From an optimization exercise on the open Yosys and OpenROAD flow, aimed at small area, a short achievable clock period and few clock cycles; shortcuts taken in it are not production practice.
Function was not checked in any run shown here: the RTL went through the layout flow alone.

==> design/flow/design.v <==
`timescale 1ns/1ps
module gray2bin #(parameter WIDTH = 32)(
  input  wire [WIDTH-1:0] gray,
  output reg  [WIDTH-1:0] bin
);
  integer s, j;
  always @(*) begin
    bin = gray;
    for (s = 1; s < WIDTH; s = s * 2)
      for (j = 2*s-1; j < WIDTH; j = j + 2*s)
        bin[WIDTH-1-j] = bin[WIDTH-1-j] ^ bin[WIDTH-1-(j-s)];
    for (s = WIDTH / 4; s >= 1; s = s / 2)
      for (j = 3*s-1; j < WIDTH; j = j + 2*s)
        bin[WIDTH-1-j] = bin[WIDTH-1-j] ^ bin[WIDTH-1-(j-s)];
  end
endmodule
`timescale 1ns/1ps
module bin2bcd_dd(
  input  wire [28:0] w,
  input  wire [7:0]  p,
  output wire [39:0] o
);
  function [3:0] add3(input [3:0] d);
    begin
      add3[3] = d[3] | (d[2] & (d[1] | d[0]));
      add3[2] = (d[2] & ~d[1] & ~d[0]) | (d[3] & d[0]);
      add3[1] = (d[1] & (~d[2] | d[0])) | (d[3] & ~d[0]);
      add3[0] = (~d[3] & ~d[2] & d[0]) | (d[2] & d[1] & ~d[0]) | (d[3] & ~d[0]);
    end
  endfunction
  function [39:0] dstep(input [39:0] x, input b);
    integer i;
    reg c;
    reg [3:0] f;
    begin
      c = b;
      for (i = 0; i < 10; i = i + 1) begin
        f = add3(x[4*i +: 4]);
        dstep[4*i +: 4] = {f[2:0], c};
        c = f[3];
      end
    end
  endfunction
  function [39:0] dd8(input [39:0] x, input [7:0] p);
    integer j;
    reg [39:0] t;
    begin
      t = x;
      for (j = 7; j >= 0; j = j - 1)
        t = dstep(t, p[j]);
      dd8 = t;
    end
  endfunction
  assign o = dd8({11'd0, w}, p);
endmodule
module bin2bcd_first(
  input  wire [23:0] b,
  output wire [1:0]  z,
  output wire [28:0] o
);
  function [3:0] add3(input [3:0] d);
    begin
      add3[3] = d[3] | (d[2] & (d[1] | d[0]));
      add3[2] = (d[2] & ~d[1] & ~d[0]) | (d[3] & d[0]);
      add3[1] = (d[1] & (~d[2] | d[0])) | (d[3] & ~d[0]);
      add3[0] = (~d[3] & ~d[2] & d[0]) | (d[2] & d[1] & ~d[0]) | (d[3] & ~d[0]);
    end
  endfunction
  function [39:0] dstep(input [39:0] x, input b);
    integer i;
    reg c;
    reg [3:0] f;
    begin
      c = b;
      for (i = 0; i < 10; i = i + 1) begin
        f = add3(x[4*i +: 4]);
        dstep[4*i +: 4] = {f[2:0], c};
        c = f[3];
      end
    end
  endfunction
  function [39:0] dd8(input [39:0] x, input [7:0] p);
    integer j;
    reg [39:0] t;
    begin
      t = x;
      for (j = 7; j >= 0; j = j - 1)
        t = dstep(t, p[j]);
      dd8 = t;
    end
  endfunction
  wire       n0 = (b[23:16] != 8'd0), n1 = (b[15:8] != 8'd0);
  assign z = n0 ? 2'd0 : n1 ? 2'd1 : 2'd2;
  wire [7:0]  p = b[23:16] | ({8{~n0}} & (b[15:8] | {8{~n1}} & b[7:0]));
  wire [39:0] t = dd8(40'd0, p);
  assign o = t[28:0];
endmodule
`timescale 1ns/1ps
module bcd2bin_v3(
  input  wire [11:0] d,
  output wire [10:0] v
);
  function [10:0] m100(input [3:0] x);
    begin
      case (x)
        4'd0:  m100 = 11'd0;    4'd1:  m100 = 11'd100;
        4'd2:  m100 = 11'd200;  4'd3:  m100 = 11'd300;
        4'd4:  m100 = 11'd400;  4'd5:  m100 = 11'd500;
        4'd6:  m100 = 11'd600;  4'd7:  m100 = 11'd700;
        4'd8:  m100 = 11'd800;  4'd9:  m100 = 11'd900;
        4'd10: m100 = 11'd1000; 4'd11: m100 = 11'd1100;
        4'd12: m100 = 11'd1200; 4'd13: m100 = 11'd1300;
        4'd14: m100 = 11'd1400; default: m100 = 11'd1500;
      endcase
    end
  endfunction
  function [7:0] m10(input [3:0] x);
    begin
      case (x)
        4'd0:  m10 = 8'd0;    4'd1:  m10 = 8'd10;
        4'd2:  m10 = 8'd20;   4'd3:  m10 = 8'd30;
        4'd4:  m10 = 8'd40;   4'd5:  m10 = 8'd50;
        4'd6:  m10 = 8'd60;   4'd7:  m10 = 8'd70;
        4'd8:  m10 = 8'd80;   4'd9:  m10 = 8'd90;
        4'd10: m10 = 8'd100;  4'd11: m10 = 8'd110;
        4'd12: m10 = 8'd120;  4'd13: m10 = 8'd130;
        4'd14: m10 = 8'd140;  default: m10 = 8'd150;
      endcase
    end
  endfunction
  wire [10:0] x = m100(d[11:8]);
  wire [10:0] y = {3'd0, m10(d[7:4])};
  wire [10:0] w = {7'd0, d[3:0]};
  wire [10:0] s = x ^ y ^ w;
  wire [10:0] c = {(x[9:0] & y[9:0]) | (x[9:0] & w[9:0]) | (y[9:0] & w[9:0]), 1'b0};
  reg [10:0] g, p, g2, p2;
  integer l, i;
  always @(*) begin
    g = s & c;
    p = s ^ c;
    for (l = 1; l < 11; l = l * 2) begin
      g2 = g;
      p2 = p;
      for (i = 0; i < 11; i = i + 1)
        if (i & l) begin
          g2[i] = g[i] | (p[i] & g[(i & ~(l - 1)) - 1]);
          p2[i] = p[i] & p[(i & ~(l - 1)) - 1];
        end
      g = g2;
      p = p2;
    end
  end
  assign v = s ^ c ^ {g[9:0], 1'b0};
endmodule
module bcd2bin_groups(
  input  wire [39:0] d,
  output wire [1:0]  z,
  output wire [10:0] a,
  output wire [10:0] v1,
  output wire [10:0] v2,
  output wire [10:0] v3
);
  bcd2bin_v3 u_v1 (.d(d[35:24]), .v(v1));
  bcd2bin_v3 u_v2 (.d(d[23:12]), .v(v2));
  bcd2bin_v3 u_v3 (.d(d[11:0]),  .v(v3));
  assign z = (d[39:36] != 4'd0) ? 2'd0 : (d[35:24] != 12'd0) ? 2'd1 : 2'd2;
  assign a = (z == 2'd0) ? {7'd0, d[39:36]} : (z == 2'd1) ? v1 : v2;
endmodule
module bcd2bin_horner(
  input  wire [23:0] a,
  input  wire [10:0] p,
  output wire [31:0] o
);
  function [63:0] csa(input [31:0] x, input [31:0] y, input [31:0] z);
    begin
      csa = {((x & y) | (x & z) | (y & z)) << 1, x ^ y ^ z};
    end
  endfunction
  wire [63:0] s1 = csa({a[21:0], 10'd2}, ~{4'd0, a, 4'd0}, ~{5'd0, a, 3'd0});
  wire [63:0] s2 = csa(s1[31:0], s1[63:32], {21'd0, p});
  assign o = s2[31:0] + s2[63:32];
endmodule
`timescale 1ns/1ps
module code_converter_top #(
  parameter WIDTH  = 32,
  parameter DIGITS = 10
)(
  input  wire                   clk,
  input  wire                   rst,
  input  wire                   start,
  input  wire [2:0]             opcode,
  input  wire [WIDTH-1:0]       bin_in,
  input  wire [WIDTH-1:0]       gray_in,
  input  wire [DIGITS*4-1:0]    bcd_in,
  input  wire [DIGITS*4-1:0]    ex3_in,
  output reg  [WIDTH-1:0]       bin_out,
  output reg  [WIDTH-1:0]       gray_out,
  output reg  [DIGITS*4-1:0]    bcd_out,
  output reg  [DIGITS*4-1:0]    ex3_out,
  output wire                   busy,
  output wire                   done
);
  function [3:0] add3(input [3:0] d);
    begin
      add3[3] = d[3] | (d[2] & (d[1] | d[0]));
      add3[2] = (d[2] & ~d[1] & ~d[0]) | (d[3] & d[0]);
      add3[1] = (d[1] & (~d[2] | d[0])) | (d[3] & ~d[0]);
      add3[0] = (~d[3] & ~d[2] & d[0]) | (d[2] & d[1] & ~d[0]) | (d[3] & ~d[0]);
    end
  endfunction
  function [39:0] dstep(input [39:0] x, input b);
    integer i;
    reg c;
    reg [3:0] f;
    begin
      c = b;
      for (i = 0; i < 10; i = i + 1) begin
        f = add3(x[4*i +: 4]);
        dstep[4*i +: 4] = {f[2:0], c};
        c = f[3];
      end
    end
  endfunction
  function [39:0] dd8(input [39:0] x, input [7:0] p);
    integer j;
    reg [39:0] t;
    begin
      t = x;
      for (j = 7; j >= 0; j = j - 1)
        t = dstep(t, p[j]);
      dd8 = t;
    end
  endfunction
  function [39:0] addn(input [39:0] x, input [3:0] k);
    integer i;
    begin
      for (i = 0; i < 10; i = i + 1)
        addn[4*i +: 4] = x[4*i +: 4] + k;
    end
  endfunction
  reg       mid, last;
  reg       isb2d;   
  reg [1:0] idx;
  wire op_multi = (opcode[2:1] == 2'b01);
  assign done = last | (start & ~op_multi);
  assign busy = mid;
  wire [1:0]  z2, z3;
  wire [28:0] w0;
  wire [10:0] a0, v1, v2, v3;
  bin2bcd_first  u_f2 (.b(bin_in[31:8]), .z(z2), .o(w0));
  bcd2bin_groups u_f3 (.d(bcd_in), .z(z3), .a(a0), .v1(v1), .v2(v2), .v3(v3));
  wire [1:0] z = opcode[0] ? z3 : z2;
  always @(posedge clk or posedge rst) begin
    if (rst) begin
      mid   <= 1'b0;
      last  <= 1'b0;
      isb2d <= 1'b0;
      idx   <= 2'd0;
    end else if (mid) begin
      idx <= idx + 2'd1;
      if (idx == 2'd2) begin
        mid  <= 1'b0;
        last <= 1'b1;
      end
    end else if (last) begin
      last <= 1'b0;
    end else if (start & op_multi) begin
      isb2d <= ~opcode[0];
      idx   <= z + 2'd1;
      if (z == 2'd2) last <= 1'b1;
      else           mid  <= 1'b1;
    end
  end
  reg [28:0] W;    
  reg [7:0]  P;    
  reg [23:0] A;    
  reg [10:0] Q;    
  wire [39:0] dd_run = dd8({11'd0, W}, P);
  wire [31:0] acc;
  bcd2bin_horner u_hor (.a(A), .p(Q), .o(acc));
  always @(posedge clk) begin
    if (mid) begin
      P <= idx[0] ? bin_in[15:8] : bin_in[7:0];
      Q <= idx[0] ? v2 : v3;
    end else begin
      P <= (z2 == 2'd0) ? bin_in[23:16] : (z2 == 2'd1) ? bin_in[15:8] : bin_in[7:0];
      Q <= (z3 == 2'd0) ? v1 : (z3 == 2'd1) ? v2 : v3;
    end
    if (mid) begin
      W <= dd_run[28:0];
      A <= acc[23:0];
    end else begin
      W <= w0;
      A <= {13'd0, a0};
    end
  end
  wire [WIDTH-1:0]    gray_c = bin_in ^ (bin_in >> 1);
  wire [WIDTH-1:0]    bin_c;
  gray2bin #(WIDTH) u_g2b (.gray(gray_in), .bin(bin_c));
  wire [DIGITS*4-1:0] ex3_c  = addn(bcd_in, 4'd3);
  wire [DIGITS*4-1:0] bcd_c  = addn(ex3_in, 4'd13);
  always @(posedge clk or posedge rst) begin
    if (rst) begin
      bin_out  <= {WIDTH{1'b0}};
      gray_out <= {WIDTH{1'b0}};
      bcd_out  <= {DIGITS*4{1'b0}};
      ex3_out  <= {DIGITS*4{1'b0}};
    end else begin
      if (start & (opcode == 3'd0)) gray_out <= gray_c;
      if (start & (opcode == 3'd1)) bin_out <= bin_c;
      else if (last & ~isb2d)      bin_out <= acc;
      if (start & (opcode == 3'd5)) bcd_out <= bcd_c;
      else if (last & isb2d)       bcd_out <= dd_run;
      if (start & (opcode == 3'd4)) ex3_out <= ex3_c;
    end
  end
endmodule
==> design/flow/flow/run.sh <==
#!/bin/bash
# The standard flow (standard.sh), except that the port buffers are plain
# buffers instead of the delay cells buffer_ports picks by default, and CTS
# adds no dummy loads.
set -euo pipefail
export BUFFER_PORTS_ARGS="-buffer_cell sky130_fd_sc_hd__buf_1"
export CTS_ARGS="-sink_clustering_enable -repair_clock_nets -dont_use_dummy_load -buf_list sky130_fd_sc_hd__clkbuf_8"
bash standard.sh > standard.log 2>&1
==> design/flow/standard.sh <==
#!/bin/bash
# synth_recipe.tcl (not shown) runs the flow's synth.tcl, then flattens the netlist and writes it again
# the make line also repeats each setting of config.mk as NAME=value (left out here)
make -C /OpenROAD-flow-scripts/flow DESIGN_CONFIG=/design/flow/config.mk WORK_HOME=/design/flow/orfs CLKGATE_MAP_FILE= SYNTH_SCRIPT=/design/flow/synth_recipe.tcl "${@:-finish}"
==> design/flow/config.mk <==
export PLATFORM = sky130hd
export DESIGN_NAME = code_converter_top
export DESIGN_NICKNAME = code_converter_top
export VERILOG_FILES = /design/flow/design.v
export SDC_FILE = /design/flow/constraint.sdc
export NUM_CORES = 4
export LEC_CHECK = 0
export ABC_AREA = 1
export CAP_MARGIN = 20
export CORE_MARGIN = 2
export CORE_UTILIZATION = 40
export CTS_BUF_LIST = sky130_fd_sc_hd__clkbuf_8
export SETUP_SLACK_MARGIN = 3.0
export SLEW_MARGIN = 20
export SYNTH_HIERARCHICAL = 1
==> design/flow/constraint.sdc <==
create_clock -name core_clock -period 6.5 [get_ports {clk}]
set_input_delay 1.3000 -clock core_clock [delete_from_list [all_inputs] [get_ports {clk}]]
set_output_delay 1.3000 -clock core_clock [all_outputs]
set_load 0.01 [all_outputs]
==> results of run 1 <==
-- routing by layer --
layer | track usage [%] | vias up
li1 | - | 11840
met2 | 35.55 | 396
met1 | 28.78 | 9815
met3 | 2.842 | 102
met4 | 6.099 | 4
met5 | 0 | -
-- kinds of logic (layout without fill, tap and decap cells) --
group                      after synthesis  after routing  share of synthesized area [%]
buffers and inverters                  654            916                          11.33
xor gates and xnor gates               141            141                          5.813
muxes                                    1              1                        0.04917
other                                    1             20                        0.01638
and+or+nand+nor                       1967           1968                          38.27
DFF                                    221            221                          22.58
adders and majority gates              172            172                          10.64
AOI/OAI and AO/OA                      436            436                          11.30
-- per-module statistics from Yosys (local to each module, per instance), excerpt --
module / flip-flops and latches / cells inside / times used / area, um2
bcd2bin_horner: 0 / 570 / 1 / 3271
bcd2bin_groups: 0 / 59 / 1 / 360.3
code_converter_top: 221 / 2311 / 1 / 15060
bin2bcd_first: 0 / 177 / 1 / 958.4
bcd2bin_v3: 0 / 102 / 3 / 718.2
-- per-stage QoR --
step                area (um2)  util (%)
CTS                      25510     45.15
floorplan                23190         -
finish                   25760     45.60
global route             25760     45.60
global placement         24870     44.02
detailed placement       24870     44.02
-- repair_timing --
item / in CTS / in global routing
buffers inserted: 0 / 5
cloned: 2 / 1
pin swaps: 1 / 11
gates resized for setup: 11 / 63
hold buffers: 0 / 0
endpoints found under the setup margin: 15 / 60
-- sequential cells by signal, indices dropped and copies added, names as in the netlist --
signal    cells
mid           1
idx           2
bin_out      32
P             8
Q            11
gray_out     32
bcd_out      40
last          1
A            24
ex3_out      40
W            29
isb2d         1
-- how the worst min path moves through the flow --
stage	to	startpoint	slack, ps
after floorplan	W[0]$_DFF_P_	P[0]$_DFF_P_	430
after detailed placement	A[0]$_DFF_P_	Q[0]$_DFF_P_	440
after global routing	A[0]$_DFF_P_	Q[0]$_DFF_P_	470
after CTS	A[0]$_DFF_P_	Q[0]$_DFF_P_	450
after global placement	A[0]$_DFF_P_	Q[0]$_DFF_P_	440
final	A[0]$_DFF_P_	Q[0]$_DFF_P_	450
-- synth_stat cells, types with 8 or more instances --
library cell	instances
nand2_4	16
xor2_1	79
o211ai_1	9
nor2_4	10
dfrtp_1	149
o21ai_0	195
xnor2_1	54
inv_1	494
nand4_1	40
o21bai_1	9
nand3_1	353
a21oi_2	9
a31oi_1	8
o21ai_1	41
clkbuf_1	56
ha_1	134
o22ai_1	8
buf_4	28
nor2_1	233
dfxtp_1	72
nand3_2	25
a22o_1	9
nand2_2	99
a21oi_1	93
inv_2	62
o21ai_2	31
nor2_2	41
nand2_1	1122
fa_1	38
-- worst min-delay path, delay by kind of cell (launching register included) --
family	cells	cell delay, ps
flip-flops	1	300
AND/OR/NAND/NOR	2	100
-- final cells by class --
cell class	count	area (um2)	share of cell area, %
antenna	1	2.502	0.009713
clock buffer	44	605.6	2.350
inverter	559	2142	8.314
multi-input combinational	2737	15580	60.48
sequential	221	5184	20.12
tap	756	945.9	3.671
timing repair buffer	311	1289	5.002
timing repair inverter	2	12.51	0.04856
==> notes.md, run 1 <==
hold slack 448.3 ps; Reg2Reg Setup Slack 3310 ps; fin cells 4631; most used cell, CP nand2_1; metal2 WL 29180 um; worst-path fanout max 6; GRT overflow 0; post-synth top area share 18.39%; largest net degree at the start of global routing 150; fmax 296.0 MHz; Max-Cap Viols 0; total die area 0.05918 mm2; die height 243.3 um; setup TNS 0 ps; Reg clk slew, reported paths 60 ps; Tmin final 3378 ps; global-route wire length before repair 104200 um; starting density of the core 40.54%; worst r2r dst bin_out[30]$_DFFE_PP0P_; Post-synth EDFFs 0; commonest non-fill, non-tap cell in the layout nand2_1; WL/cell 13.77 um; slowest stage delay, CP 540 ps; P&R area growth vs syn 12.51%; final worst path period share 51.97%; CTS Root Cell clkbuf_8; Post-Syn Area 0.02290 mm2; chip width 243.3 um; unrepaired setup endpoints after global routing true; most frequent cells in the layout nand2_1 (1113), inv_1 (476), nand3_1 (348); Crit. Startpoint bcd_in[17]; initial antenna violation count 3; Buf+Inv Stages, Crit Path 5; Setup crit end Q[8]$_DFF_P_; H-tree level count 2; biggest area consumer among synthesized cells nand2_1; Avg Cell Area, Syn 6.374 um2; Fin Clk Skew 80.76 ps; Worst setup SP type primary input; vias 22160; DRT Wirelength 63750 um; WS Path Type in -> reg; Metal-1 WL 30390 um; Antenna Nets Post-Route 0; total CTS buffers 44; Final Slew Violations 0; core area 0.05650 mm2; Residual DRC 0; row count 87; clk sinks 221; Clock Path Buffers 3; vias in the first global route 20610; CP Capture Type flip-flop; slew margin rel. 32.15%; Global Route Usage Sum 21.32%; worst hold path depth 2; HP Class reg -> reg; worst-path cell chain clkbuf_4, inv_8, ha_4, or2_1, nand3_1, o31ai_1, ha_1, ha_4, nand2_1, nand2_1, nand2_1, nand3_2, inv_2, fa_2, inv_2, inv_1, nor2_1, o21ai_1, nand2_1; Most used DFF post-synth dfrtp_1; Worst-Margin Slew 1017 ps; Cells after Synth 3593; CP max-delay cell fa_2; dpl ws 1789 ps; hpwl dp 49500 um; Max Used Layer met5; number of cells on the critical path 19; NumNets Final 4198; Synth async-reset ratio 67.42%; 1st-pass router iterations 5; fin worst setup slack 3122 ps; Seq/Total Area, Yosys 22.58%; Worst EP required 7040 ps; worst r2r path cells 15; Final Hold Viols 0; Synth Register Bits 221; initial DRC count 1093; WL met3 2615 um; Port Buffers 295; io pins 296; DR vias/cell 4.785; crit path DAT 3920 ps; Final setup viols 0; worst skew pair latency 650 ps; post-synth cell types 63; routability cong. 0.9008; CTS tree done; Crit path max-delay family adder cells; worst r2r src A[7]$_DFF_P_; Filler Cell Count 5999; outcome no timing/DRC/antenna violations; Syn. warnings 11; Synth area leaders nand2_1 (18%), dfrtp_1 (16%), inv_1 (8.1%), nand3_1 (7.7%), ha_1 (7.3%); layout cell share with drive strength beyond 1 12.47%; Cells after DPL 4578
==> inputs of run 2 (changes only) <==
--- a/design/flow/design.v
+++ b/design/flow/design.v
@@ -1,19 +1,3 @@
-`timescale 1ns/1ps
-module gray2bin #(parameter WIDTH = 32)(
-  input  wire [WIDTH-1:0] gray,
-  output reg  [WIDTH-1:0] bin
-);
-  integer s, j;
-  always @(*) begin
-    bin = gray;
-    for (s = 1; s < WIDTH; s = s * 2)
-      for (j = 2*s-1; j < WIDTH; j = j + 2*s)
-        bin[WIDTH-1-j] = bin[WIDTH-1-j] ^ bin[WIDTH-1-(j-s)];
-    for (s = WIDTH / 4; s >= 1; s = s / 2)
-      for (j = 3*s-1; j < WIDTH; j = j + 2*s)
-        bin[WIDTH-1-j] = bin[WIDTH-1-j] ^ bin[WIDTH-1-(j-s)];
-  end
-endmodule
 `timescale 1ns/1ps
 module bin2bcd_dd(
   input  wire [28:0] w,
@@ -52,48 +36,6 @@
     end
   endfunction
   assign o = dd8({11'd0, w}, p);
-endmodule
-module bin2bcd_first(
-  input  wire [23:0] b,
-  output wire [1:0]  z,
-  output wire [28:0] o
-);
-  function [3:0] add3(input [3:0] d);
-    begin
-      add3[3] = d[3] | (d[2] & (d[1] | d[0]));
-      add3[2] = (d[2] & ~d[1] & ~d[0]) | (d[3] & d[0]);
-      add3[1] = (d[1] & (~d[2] | d[0])) | (d[3] & ~d[0]);
-      add3[0] = (~d[3] & ~d[2] & d[0]) | (d[2] & d[1] & ~d[0]) | (d[3] & ~d[0]);
-    end
-  endfunction
-  function [39:0] dstep(input [39:0] x, input b);
-    integer i;
-    reg c;
-    reg [3:0] f;
-    begin
-      c = b;
-      for (i = 0; i < 10; i = i + 1) begin
-        f = add3(x[4*i +: 4]);
-        dstep[4*i +: 4] = {f[2:0], c};
-        c = f[3];
-      end
-    end
-  endfunction
-  function [39:0] dd8(input [39:0] x, input [7:0] p);
-    integer j;
-    reg [39:0] t;
-    begin
-      t = x;
-      for (j = 7; j >= 0; j = j - 1)
-        t = dstep(t, p[j]);
-      dd8 = t;
-    end
-  endfunction
-  wire       n0 = (b[23:16] != 8'd0), n1 = (b[15:8] != 8'd0);
-  assign z = n0 ? 2'd0 : n1 ? 2'd1 : 2'd2;
-  wire [7:0]  p = b[23:16] | ({8{~n0}} & (b[15:8] | {8{~n1}} & b[7:0]));
-  wire [39:0] t = dd8(40'd0, p);
-  assign o = t[28:0];
 endmodule
 `timescale 1ns/1ps
 module bcd2bin_v3(
@@ -231,6 +173,18 @@
       dd8 = t;
     end
   endfunction
+  function [31:0] g2b(input [31:0] g);
+    integer l, j;
+    begin
+      g2b = g;
+      for (l = 1; l < 32; l = l * 2)
+        for (j = 2*l-1; j < 32; j = j + 2*l)
+          g2b[31-j] = g2b[31-j] ^ g2b[31-(j-l)];
+      for (l = 8; l >= 1; l = l / 2)
+        for (j = 3*l-1; j < 32; j = j + 2*l)
+          g2b[31-j] = g2b[31-j] ^ g2b[31-(j-l)];
+    end
+  endfunction
   function [39:0] addn(input [39:0] x, input [3:0] k);
     integer i;
     begin
@@ -247,8 +201,12 @@
   wire [1:0]  z2, z3;
   wire [28:0] w0;
   wire [10:0] a0, v1, v2, v3;
-  bin2bcd_first  u_f2 (.b(bin_in[31:8]), .z(z2), .o(w0));
-  bcd2bin_groups u_f3 (.d(bcd_in), .z(z3), .a(a0), .v1(v1), .v2(v2), .v3(v3));
+  wire       n0 = (bin_in[31:24] != 8'd0), n1 = (bin_in[23:16] != 8'd0);
+  wire [7:0] b0 = bin_in[31:24] | ({8{~n0}} & (bin_in[23:16] | ({8{~n1}} & bin_in[15:8])));
+  wire [39:0] w0f = dd8(40'd0, b0);
+  assign z2 = n0 ? 2'd0 : n1 ? 2'd1 : 2'd2;
+  assign w0 = w0f[28:0];
+  bcd2bin_groups u_grp (.d(bcd_in), .z(z3), .a(a0), .v1(v1), .v2(v2), .v3(v3));
   wire [1:0] z = opcode[0] ? z3 : z2;
   always @(posedge clk or posedge rst) begin
     if (rst) begin
@@ -275,8 +233,9 @@
   reg [7:0]  P;    
   reg [23:0] A;    
   reg [10:0] Q;    
-  wire [39:0] dd_run = dd8({11'd0, W}, P);
+  wire [39:0] dd_run;
   wire [31:0] acc;
+  bin2bcd_dd     u_dd  (.w(W), .p(P), .o(dd_run));
   bcd2bin_horner u_hor (.a(A), .p(Q), .o(acc));
   always @(posedge clk) begin
     if (mid) begin
@@ -294,11 +253,12 @@
       A <= {13'd0, a0};
     end
   end
-  wire [WIDTH-1:0]    gray_c = bin_in ^ (bin_in >> 1);
-  wire [WIDTH-1:0]    bin_c;
-  gray2bin #(WIDTH) u_g2b (.gray(gray_in), .bin(bin_c));
-  wire [DIGITS*4-1:0] ex3_c  = addn(bcd_in, 4'd3);
-  wire [DIGITS*4-1:0] bcd_c  = addn(ex3_in, 4'd13);
+  wire [WIDTH-1:0]    gray_c, bin_c;
+  wire [DIGITS*4-1:0] ex3_c, bcd_c;
+  assign gray_c = bin_in ^ (bin_in >> 1);
+  assign bin_c  = g2b(gray_in);
+  assign ex3_c  = addn(bcd_in, 4'd3);
+  assign bcd_c  = addn(ex3_in, 4'd13);
   always @(posedge clk or posedge rst) begin
     if (rst) begin
       bin_out  <= {WIDTH{1'b0}};
==> notes.md, run 2 <==
slowest stage delay, CP 370 ps (was 540 ps); Final Core Density 46.75% (was 45.60%); Reg2Reg Setup Slack 3280 ps (was 3310 ps); Worst EP required 7020 ps (was 7040 ps); met3 Use GR 3.249% (was 2.842%); fin worst setup slack 3126 ps (was 3122 ps); Commonest cells post-synth nand2_1 (1095), inv_1 (451), nand3_1 (317) (was nand2_1 (1122), inv_1 (494), nand3_1 (353)); global-route wire length before repair 101200 um (was 104200 um); H-tree level count 2 (unchanged); Most used DFF post-synth dfrtp_1 (unchanged); initial DRC count 1207 (was 1093); setup TNS 0 ps (unchanged); Synth Register Bits 221 (unchanged); Post-synth EDFFs 0 (unchanged); clk sinks 221 (unchanged); routability cong. 0.8742 (was 0.9008); Max-Cap Viols 0 (unchanged); DRT Wirelength 62160 um (was 63750 um); Residual DRC 0 (unchanged); Worst-Margin Slew 1011 ps (was 1017 ps); io pins 296 (unchanged); HP Class reg -> reg (unchanged); total CTS buffers 44 (unchanged); Seq/Total Area, Yosys 23.21% (was 22.58%); Antenna Nets Post-Route 0 (unchanged); worst-path fanout max 6 (unchanged); initial antenna violation count 3 (unchanged); Placed Area 0.02421 mm2 (was 0.02487 mm2); slew margin rel. 32.61% (was 32.15%); most frequent cells in the layout nand2_1 (1044), inv_1 (431), nand3_1 (295) (was nand2_1 (1113), inv_1 (476), nand3_1 (348)); worst skew pair latency 620 ps (was 650 ps); CTS Hold Bufs 0 (unchanged); DR vias/cell 4.889 (was 4.785); Avg Cell Area, Syn 6.349 um2 (was 6.374 um2); crit path DAT 3890 ps (was 3920 ps); CTS Root Cell clkbuf_8 (unchanged); unrepaired setup endpoints after global routing true (unchanged); NumNets Final 4137 (was 4198); CP max-delay cell fa_1 (was fa_2); die height 240.0 um (was 243.3 um); P&R area growth vs syn 15.64% (was 12.51%); Largest regs bcd_out: 40 flops, ex3_out: 40 flops (unchanged); Worst setup SP type primary input (unchanged); starting density of the core 40.43% (was 40.54%); biggest area consumer among synthesized cells nand2_1 (unchanged); Synth area leaders nand2_1 (18%), dfrtp_1 (17%), ha_1 (8.0%), inv_1 (7.6%), nand3_1 (7.1%) (was nand2_1 (18%), dfrtp_1 (16%), inv_1 (8.1%), nand3_1 (7.7%), ha_1 (7.3%)); Most Crowded Layer GR met2 (unchanged); GRT overflow 0 (unchanged); hpwl dp 48530 um (was 49500 um); post-synth cell types 57 (was 63); cell with the most instances after synthesis nand2_1 (unchanged); Synth async-reset ratio 67.42% (unchanged); row count 86 (was 87); final instance area 0.02576 mm2 (about the same); Syn. warnings 10 (was 11); commonest non-fill, non-tap cell in the layout nand2_1 (unchanged); outcome no timing/DRC/antenna violations (unchanged); chip width 240.0 um (was 243.3 um); Crit path max-delay family adder cells (unchanged); Tmin final 3374 ps (was 3378 ps); Buf+Inv Stages, Crit Path 3 (was 5); vias in the first global route 20780 (was 20610); WS Path Type in -> reg (unchanged); Reg clk slew, reported paths 50 ps (was 60 ps); Fin Clk Skew 101.3 ps (was 80.76 ps); worst-path cell chain clkbuf_4, inv_2, ha_1, or2_1, nand3_1, o31ai_1, ha_1, ha_4, nand2_1, nor2_1, nand2_1, nand3_2, inv_2, fa_1, xor2_1, nand2_1, o21ai_0, o21ai_1, nand2_1 (was clkbuf_4, inv_8, ha_4, or2_1, nand3_1, o31ai_1, ha_1, ha_4, nand2_1, nand2_1, nand2_1, nand3_2, inv_2, fa_2, inv_2, inv_1, nor2_1, o21ai_1, nand2_1); Final setup viols 0 (unchanged); core area 0.05509 mm2 (was 0.05650 mm2); layout cell share with drive strength beyond 1 13.75% (was 12.47%); vias 22270 (was 22160); CTS tree done (unchanged); largest net degree at the start of global routing 150 (unchanged); Cells after Synth 3508 (was 3593); final worst path period share 51.91% (was 51.97%); most used cell, CP nand2_1 (unchanged); CP Capture Type flip-flop (unchanged); met2 Use GR 36.32% (was 35.55%); fmax 296.4 MHz (was 296.0 MHz); met1 Resource Use GR 28.01% (was 28.78%); WL/cell 13.65 um (was 13.77 um); total die area 0.05759 mm2 (was 0.05918 mm2); 1st-pass router iterations 5 (unchanged); post-synth top area share 18.45% (was 18.39%); Final Slew Violations 0 (unchanged); dpl ws 2206 ps (was 1789 ps); Port Buffers 295 (unchanged); Global Route Usage Sum 21.39% (was 21.32%); Clock Path Buffers 3 (unchanged); Post-Syn Area 0.02227 mm2 (was 0.02290 mm2); Final Hold Viols 0 (unchanged)
-- run 2: changes by cell type in the layout (fill, tap and decap cells not counted), sizes merged, moves of 10 or more --
cell and delta:
nor2 +49, xor2 -10, xnor2 +15, o211ai +15, a21oi +43, o21ai -12
conb -18, nand3 -46, inv -43, nand2 -74, buf +14
-- run 2: cells by family after synthesis --
kind of cell | Yosys count | share of synthesized area, %
xor gates and xnor gates | 144 | 6.084
AOI/OAI and AO/OA | 463 | 11.92
buffers and inverters | 591 | 10.25
other | 1 | 0.01684
adders and majority gates | 180 | 11.39
DFF | 221 | 23.21
and+or+nand+nor | 1907 | 37.08
muxes | 1 | 0.04494
-- run 2: per-layer routing --
| layer | wire length (um) | share of wire (%) | vias to the layer above |
|---|---|---|---|
| met1 | 28990 | 47 | 10080 |
| met2 | 28970 | 47 | 367 |
| li1 | - | - | 11720 |
| met3 | 2568 | 4.1 | 96 |
| met5 | 21 | 0.034 | - |
| met4 | 1602 | 2.6 | 4 |
-- run 2: final timing paths --
path	startpoint	endpoint	depth (start not counted)
min reg2reg	gray_out[22]$_DFFE_PP0P_	gray_out[22]$_DFFE_PP0P_	2
min	gray_out[22]$_DFFE_PP0P_	gray_out[22]$_DFFE_PP0P_	2
max in group asynchronous	rst	mid$_DFF_PP0_	3
max	bcd_in[5]	Q[9]$_DFF_P_	19
min in group asynchronous	rst	bcd_out[14]$_DFFE_PP0P_	3
max reg2reg	W[15]$_SDFF_PN0_	bcd_out[27]$_DFFE_PP0P_	22
-- run 2: per-module statistics from Yosys (local to each module, per instance) --
module	cells inside	copies in the design	cell area [um2]	flops+latches
code_converter_top	1404	1	11150	221
bcd2bin_horner	566	1	3247	0
bcd2bin_groups	59	1	360.3	0
bin2bcd_dd	1173	1	5390	0
bcd2bin_v3	102	3	709.4	0
-- run 2: layout make-up --
| cell class | count | area [um2] |
|---|---|---|
| tap | 748 | 935.9 |
| multi-input combinational | 2697 | 15630 |
| timing repair buffer | 327 | 1434 |
| antenna | 1 | 2.502 |
| fill | 5925 | 29340 |
| inverter | 516 | 1946 |
| sequential | 221 | 5200 |
| clock buffer | 44 | 605.6 |
-- run 2: worst register-to-register path, stage by stage (launching register included) --
cell and delay (ps):
dfxtp_1 450, nor2_1 70, nand2_1 100, nand3_2 170, nor2_2 140, nor2_2 60
nor2_4 190, nand2_1 70, nand2_1 70, nand2_2 80, o21ai_4 230, inv_2 80
nand2_1 150, nand3_2 160, o21ai_4 210, nand2_2 100, nor2_1 90, inv_1 40
nand2_1 120, nand2_1 100, o22ai_2 160, a21oi_1 100, o21ai_0 200
-- run 2: per-stage QoR --
step	hold slack, ps	std cells
4_1_cts	471.0	4531
6_report	470.7	4554
3_5_place_dp	459.5	4487
2_1_floorplan	453.0	3508
5_1_grt	485.9	4554
3_3_place_gp	454.4	4487
-- run 2: repair_timing --
action                                  CTS  global route
gates resized for setup                  11           229
gates cloned                              0             1
pin swaps                                 0            58
hold endpoints to repair                  0             0
buffers inserted                          0            21
endpoints found under the setup margin   28            70
==> inputs of run 3 (changes only) <==
--- a/design/flow/design.v
+++ b/design/flow/design.v
@@ -38,76 +38,6 @@
   assign o = dd8({11'd0, w}, p);
 endmodule
 `timescale 1ns/1ps
-module bcd2bin_v3(
-  input  wire [11:0] d,
-  output wire [10:0] v
-);
-  function [10:0] m100(input [3:0] x);
-    begin
-      case (x)
-        4'd0:  m100 = 11'd0;    4'd1:  m100 = 11'd100;
-        4'd2:  m100 = 11'd200;  4'd3:  m100 = 11'd300;
-        4'd4:  m100 = 11'd400;  4'd5:  m100 = 11'd500;
-        4'd6:  m100 = 11'd600;  4'd7:  m100 = 11'd700;
-        4'd8:  m100 = 11'd800;  4'd9:  m100 = 11'd900;
-        4'd10: m100 = 11'd1000; 4'd11: m100 = 11'd1100;
-        4'd12: m100 = 11'd1200; 4'd13: m100 = 11'd1300;
-        4'd14: m100 = 11'd1400; default: m100 = 11'd1500;
-      endcase
-    end
-  endfunction
-  function [7:0] m10(input [3:0] x);
-    begin
-      case (x)
-        4'd0:  m10 = 8'd0;    4'd1:  m10 = 8'd10;
-        4'd2:  m10 = 8'd20;   4'd3:  m10 = 8'd30;
-        4'd4:  m10 = 8'd40;   4'd5:  m10 = 8'd50;
-        4'd6:  m10 = 8'd60;   4'd7:  m10 = 8'd70;
-        4'd8:  m10 = 8'd80;   4'd9:  m10 = 8'd90;
-        4'd10: m10 = 8'd100;  4'd11: m10 = 8'd110;
-        4'd12: m10 = 8'd120;  4'd13: m10 = 8'd130;
-        4'd14: m10 = 8'd140;  default: m10 = 8'd150;
-      endcase
-    end
-  endfunction
-  wire [10:0] x = m100(d[11:8]);
-  wire [10:0] y = {3'd0, m10(d[7:4])};
-  wire [10:0] w = {7'd0, d[3:0]};
-  wire [10:0] s = x ^ y ^ w;
-  wire [10:0] c = {(x[9:0] & y[9:0]) | (x[9:0] & w[9:0]) | (y[9:0] & w[9:0]), 1'b0};
-  reg [10:0] g, p, g2, p2;
-  integer l, i;
-  always @(*) begin
-    g = s & c;
-    p = s ^ c;
-    for (l = 1; l < 11; l = l * 2) begin
-      g2 = g;
-      p2 = p;
-      for (i = 0; i < 11; i = i + 1)
-        if (i & l) begin
-          g2[i] = g[i] | (p[i] & g[(i & ~(l - 1)) - 1]);
-          p2[i] = p[i] & p[(i & ~(l - 1)) - 1];
-        end
-      g = g2;
-      p = p2;
-    end
-  end
-  assign v = s ^ c ^ {g[9:0], 1'b0};
-endmodule
-module bcd2bin_groups(
-  input  wire [39:0] d,
-  output wire [1:0]  z,
-  output wire [10:0] a,
-  output wire [10:0] v1,
-  output wire [10:0] v2,
-  output wire [10:0] v3
-);
-  bcd2bin_v3 u_v1 (.d(d[35:24]), .v(v1));
-  bcd2bin_v3 u_v2 (.d(d[23:12]), .v(v2));
-  bcd2bin_v3 u_v3 (.d(d[11:0]),  .v(v3));
-  assign z = (d[39:36] != 4'd0) ? 2'd0 : (d[35:24] != 12'd0) ? 2'd1 : 2'd2;
-  assign a = (z == 2'd0) ? {7'd0, d[39:36]} : (z == 2'd1) ? v1 : v2;
-endmodule
 module bcd2bin_horner(
   input  wire [23:0] a,
   input  wire [10:0] p,
@@ -173,6 +103,59 @@
       dd8 = t;
     end
   endfunction
+  function [10:0] m100(input [3:0] x);
+    begin
+      case (x)
+        4'd0:  m100 = 11'd0;    4'd1:  m100 = 11'd100;
+        4'd2:  m100 = 11'd200;  4'd3:  m100 = 11'd300;
+        4'd4:  m100 = 11'd400;  4'd5:  m100 = 11'd500;
+        4'd6:  m100 = 11'd600;  4'd7:  m100 = 11'd700;
+        4'd8:  m100 = 11'd800;  4'd9:  m100 = 11'd900;
+        4'd10: m100 = 11'd1000; 4'd11: m100 = 11'd1100;
+        4'd12: m100 = 11'd1200; 4'd13: m100 = 11'd1300;
+        4'd14: m100 = 11'd1400; default: m100 = 11'd1500;
+      endcase
+    end
+  endfunction
+  function [7:0] m10(input [3:0] x);
+    begin
+      case (x)
+        4'd0:  m10 = 8'd0;    4'd1:  m10 = 8'd10;
+        4'd2:  m10 = 8'd20;   4'd3:  m10 = 8'd30;
+        4'd4:  m10 = 8'd40;   4'd5:  m10 = 8'd50;
+        4'd6:  m10 = 8'd60;   4'd7:  m10 = 8'd70;
+        4'd8:  m10 = 8'd80;   4'd9:  m10 = 8'd90;
+        4'd10: m10 = 8'd100;  4'd11: m10 = 8'd110;
+        4'd12: m10 = 8'd120;  4'd13: m10 = 8'd130;
+        4'd14: m10 = 8'd140;  default: m10 = 8'd150;
+      endcase
+    end
+  endfunction
+  function [10:0] grp(input [11:0] d);
+    reg [10:0] x, y, w, sm, cy, g, p, g2, p2;
+    integer l, i;
+    begin
+      x  = m100(d[11:8]);
+      y  = {3'd0, m10(d[7:4])};
+      w  = {7'd0, d[3:0]};
+      sm = x ^ y ^ w;
+      cy = {(x[9:0] & y[9:0]) | (x[9:0] & w[9:0]) | (y[9:0] & w[9:0]), 1'b0};
+      g  = sm & cy;
+      p  = sm ^ cy;
+      for (l = 1; l < 11; l = l * 2) begin
+        g2 = g;
+        p2 = p;
+        for (i = 0; i < 11; i = i + 1)
+          if (i & l) begin
+            g2[i] = g[i] | (p[i] & g[(i & ~(l - 1)) - 1]);
+            p2[i] = p[i] & p[(i & ~(l - 1)) - 1];
+          end
+        g = g2;
+        p = p2;
+      end
+      grp = sm ^ cy ^ {g[9:0], 1'b0};
+    end
+  endfunction
   function [31:0] g2b(input [31:0] g);
     integer l, j;
     begin
@@ -206,7 +189,11 @@
   wire [39:0] w0f = dd8(40'd0, b0);
   assign z2 = n0 ? 2'd0 : n1 ? 2'd1 : 2'd2;
   assign w0 = w0f[28:0];
-  bcd2bin_groups u_grp (.d(bcd_in), .z(z3), .a(a0), .v1(v1), .v2(v2), .v3(v3));
+  assign v1 = grp(bcd_in[35:24]);
+  assign v2 = grp(bcd_in[23:12]);
+  assign v3 = grp(bcd_in[11:0]);
+  assign z3 = (bcd_in[39:36] != 4'd0) ? 2'd0 : (bcd_in[35:24] != 12'd0) ? 2'd1 : 2'd2;
+  assign a0 = (z3 == 2'd0) ? {7'd0, bcd_in[39:36]} : (z3 == 2'd1) ? v1 : v2;
   wire [1:0] z = opcode[0] ? z3 : z2;
   always @(posedge clk or posedge rst) begin
     if (rst) begin
==> notes.md, run 3 <==
outcome no timing/DRC/antenna violations (unchanged); total CTS buffers 43 (was 44); Reg2Reg Setup Slack 3300 ps (was 3280 ps); largest family of logic cells by synthesized area simple AND/OR/NAND/NOR gates (unchanged); Synth area leaders nand2_1 (18%), dfrtp_1 (17%), ha_1 (8.0%), inv_1 (7.3%), nand3_1 (7.1%) (was nand2_1 (18%), dfrtp_1 (17%), ha_1 (8.0%), inv_1 (7.6%), nand3_1 (7.1%)); total die area 0.05542 mm2 (was 0.05759 mm2); die height 235.4 um (was 240.0 um); vias 21170 (was 22270); Most used DFF post-synth dfrtp_1 (unchanged); clk sinks 221 (unchanged); Avg Cell Area, Syn 6.447 um2 (was 6.349 um2); largest net degree at the start of global routing 150 (unchanged); Compound-Gate Fraction of Synth Area 12.43% (was 11.92%); Worst setup SP type primary input (unchanged); Final setup viols 0 (unchanged); Seq/Total Area, Yosys 24.13% (was 23.21%); WL/cell 14.10 um (was 13.65 um); layout cell share with drive strength beyond 1 13.71% (was 13.75%); Global Route Usage Sum 21.76% (was 21.39%); 1st-pass router iterations 5 (unchanged); Largest regs bcd_out: 40 flops, ex3_out: 40 flops (unchanged); Final Slew Violations 0 (unchanged); Cells after Synth 3323 (was 3508); CTS Root Cell clkbuf_8 (unchanged); Cells after DPL 4254 (was 4487); DRT Wirelength 60880 um (was 62160 um); Synth Area in Simple Gates 35.84% (was 37.08%); routability cong. 0.8719 (was 0.8742); fmax 285.9 MHz (was 296.4 MHz); io pins 296 (unchanged); Residual DRC 0 (unchanged); initial DRC count 1167 (was 1207); worst skew pair latency 630 ps (was 620 ps); starting density of the core 40.60% (was 40.43%); worst-path fanout max 5 (was 6); WS Path Type in -> reg (unchanged); most frequent cells in the layout nand2_1 (1011), inv_1 (400), nand3_1 (284) (was nand2_1 (1044), inv_1 (431), nand3_1 (295)); Post-Syn Area 0.02142 mm2 (was 0.02227 mm2); Reg clk slew, reported paths 60 ps (was 50 ps); core area 0.05276 mm2 (was 0.05509 mm2); Tmin final 3497 ps (was 3374 ps); Max-Cap Viols 0 (unchanged); slew margin rel. 37.90% (was 32.61%); Commonest cells post-synth nand2_1 (1050), inv_1 (415), nand3_1 (305) (was nand2_1 (1095), inv_1 (451), nand3_1 (317)); worst-path cell chain buf_12, inv_8, ha_4, o21ai_2, xor2_1, ha_2, ha_4, a21oi_2, o21ai_2, a21o_1, a21o_1, fa_2, xnor2_2, a22oi_1, nand2_1, nand2_1, nand3_1 (was clkbuf_4, inv_2, ha_1, or2_1, nand3_1, o31ai_1, ha_1, ha_4, nand2_1, nor2_1, nand2_1, nand3_2, inv_2, fa_1, xor2_1, nand2_1, o21ai_0, o21ai_1, nand2_1); Synth Area in XOR/XNOR 6.413% (was 6.084%); Synth async-reset ratio 67.42% (unchanged); row count 84 (was 86); CP Capture Type flip-flop (unchanged); Synth Register Bits 221 (unchanged); final worst path period share 53.81% (was 51.91%); CP max-delay cell fa_2 (was fa_1); cell with the most instances after synthesis nand2_1 (unchanged); initial antenna violation count 3 (unchanged); Syn. warnings 9 (was 10); CTS tree done (unchanged); hold slack 469.4 ps (was 470.7 ps); post-synthesis mux area share 0.05256% (was 0.04494%); post-synth top area share 18.40% (was 18.45%); Antenna Nets Post-Route 0 (unchanged); Post-synth EDFFs 0 (unchanged); post-synth cell types 64 (was 57); fin cells 4316 (was 4554); Worst EP required 7020 ps (about the same); Fin Clk Skew 96.20 ps (was 101.3 ps); GRT overflow 0 (unchanged); DR vias/cell 4.906 (was 4.889); hpwl dp 48220 um (was 48530 um); vias in the first global route 19910 (was 20780); HP Class reg -> reg (unchanged); slowest stage delay, CP 400 ps (was 370 ps); P&R area growth vs syn 15.61% (was 15.64%); NumNets Final 3953 (was 4137); Clock Path Buffers 3 (unchanged); crit path DAT 4020 ps (was 3890 ps); biggest area consumer among synthesized cells nand2_1 (unchanged); Final Hold Viols 0 (unchanged); Synth Area in Adders 11.55% (was 11.39%); Port Buffers 295 (unchanged); setup TNS 0 ps (unchanged); chip width 235.4 um (was 240.0 um); H-tree level count 2 (unchanged); commonest non-fill, non-tap cell in the layout nand2_1 (unchanged); unrepaired setup endpoints after global routing true (unchanged); global-route wire length before repair 99710 um (was 101200 um); CTS Hold Bufs 0 (unchanged); Worst-Margin Slew 930.2 ps (was 1011 ps)
[run 3: cell types whose count changed after synthesis, sizes merged, moves of 7 or more]
cell / before / now
a21oi: 151 / 129
buf: 19 / 10
inv: 513 / 471
nand2: 1164 / 1120
nand3: 335 / 319
nand4: 52 / 33
nor2: 333 / 306
o21ai: 256 / 233
o22ai: 7 / 17
xnor2: 69 / 76
[run 3: worst paths after layout]
kind,from,end,cells past startpoint
max,bcd_in[29],Q[9]$_DFF_P_,17
min,gray_out[18]$_DFFE_PP0P_,gray_out[18]$_DFFE_PP0P_,2
max reg2reg,A[9]$_DFF_P_,bin_out[29]$_DFFE_PP0P_,17
min reg2reg,gray_out[18]$_DFFE_PP0P_,gray_out[18]$_DFFE_PP0P_,2
max in group asynchronous,rst,gray_out[19]$_DFFE_PP0P_,3
min in group asynchronous,rst,bcd_out[38]$_DFFE_PP0P_,3
[run 3: cells by family after synthesis]
family	Yosys count
AO/OA/AOI/OAI	449
XOR/XNOR	147
other	1
buffers and inverters	537
flip-flops	221
multiplexers	1
adder cells (fa/ha/maj)	175
AND/OR/NAND/NOR	1792
[run 3: timing repair]
item / in CTS / in global routing
resized for setup: 5 / 219
cloned: 0 / 2
pin swaps: 0 / 56
endpoints found under the setup margin: 5 / 65
setup buffers: 0 / 15
[run 3: metal layers]
layer	share of wire (%)	up-vias	wire (um)	GRT usage (%)
li1	-	11180	-	-
met1	47	9561	28690	29.35
met2	46	357	28090	36.53
met3	4.9	75	2987	3.635
met4	1.8	2	1098	4.632
met5	0.013	-	8	0
[run 3: final cells by class]
class | count | area [um2]
tap | 688 | 860.8
clock buffer | 43 | 591.8
fill | 5603 | 27990
inverter | 473 | 1804
multi-input combinational | 2567 | 14900
sequential | 221 | 5206
antenna | 2 | 5.005
timing repair buffer | 322 | 1401
[run 3: stage by stage]
step / util [%] / setup slack, ps / area [um2]
detailed placement: 44.28 / 2154 / 23360
global placement: 44.23 / 2163 / 23330
floorplan: - / 2656 / 21520
global route: 46.93 / 2852 / 24760
finish: 46.94 / 3003 / 24770
CTS: 45.41 / 2935 / 23960
[run 3: critical path, delay by kind of cell]
| kind | cells | cell delay, ps |
|---|---|---|
| adder cells (fa/ha/maj) | 4 | 1080 |
| AND/OR/NAND/NOR | 3 | 210 |
| AO/OA/AOI/OAI | 6 | 910 |
| buffers and inverters | 2 | 160 |
| XOR/XNOR | 2 | 340 |
[run 3: per-module statistics from Yosys, one instance, submodules excluded]
module	copies in the design	cells inside	flops+latches	area, um2
code_converter_top	1	1584	221	12790
bcd2bin_horner	1	566	0	3247
bin2bcd_dd	1	1173	0	5390

-- afterwards: timing with drivers on the ports --
Ports are ideal in the flow. The routed layouts listed here were re-timed in OpenROAD.
Step 1: set_driving_cell puts a clkbuf_16 on clk and a buf_2 on each other input, an assumption about the parent block.
Step 2, shift: input delay + t, output delay - t, t = (earliest + latest rising clock arrival at the registers) / 2. This alone moves slack from input paths to output paths.
Three values: ideal ports, drivers, drivers and shift; two values: the first two.
run | t (ns) | setup WS [ns] | hold slack, ns | worst data-port slew with drivers (ns) | cell pins on the clock port's net
run 1 | 0.655 | 3.122 / 3.152 / 2.497 | 0.448 / 0.448 / 0.448 | 0.09 | 1
run 2 | 0.633 | 3.126 / 3.157 / 2.523 | 0.471 / 0.471 / 0.471 | 0.09 | 1
run 3 | 0.635 | 3.003 / 2.987 / 2.352 | 0.469 / 0.469 / 0.469 | 0.18 | 1
After both steps setup and hold are still met in every run listed. The setup slack of run 3, which loses most, moves by -0.016 ns with the drivers and by -0.651 ns with both steps.
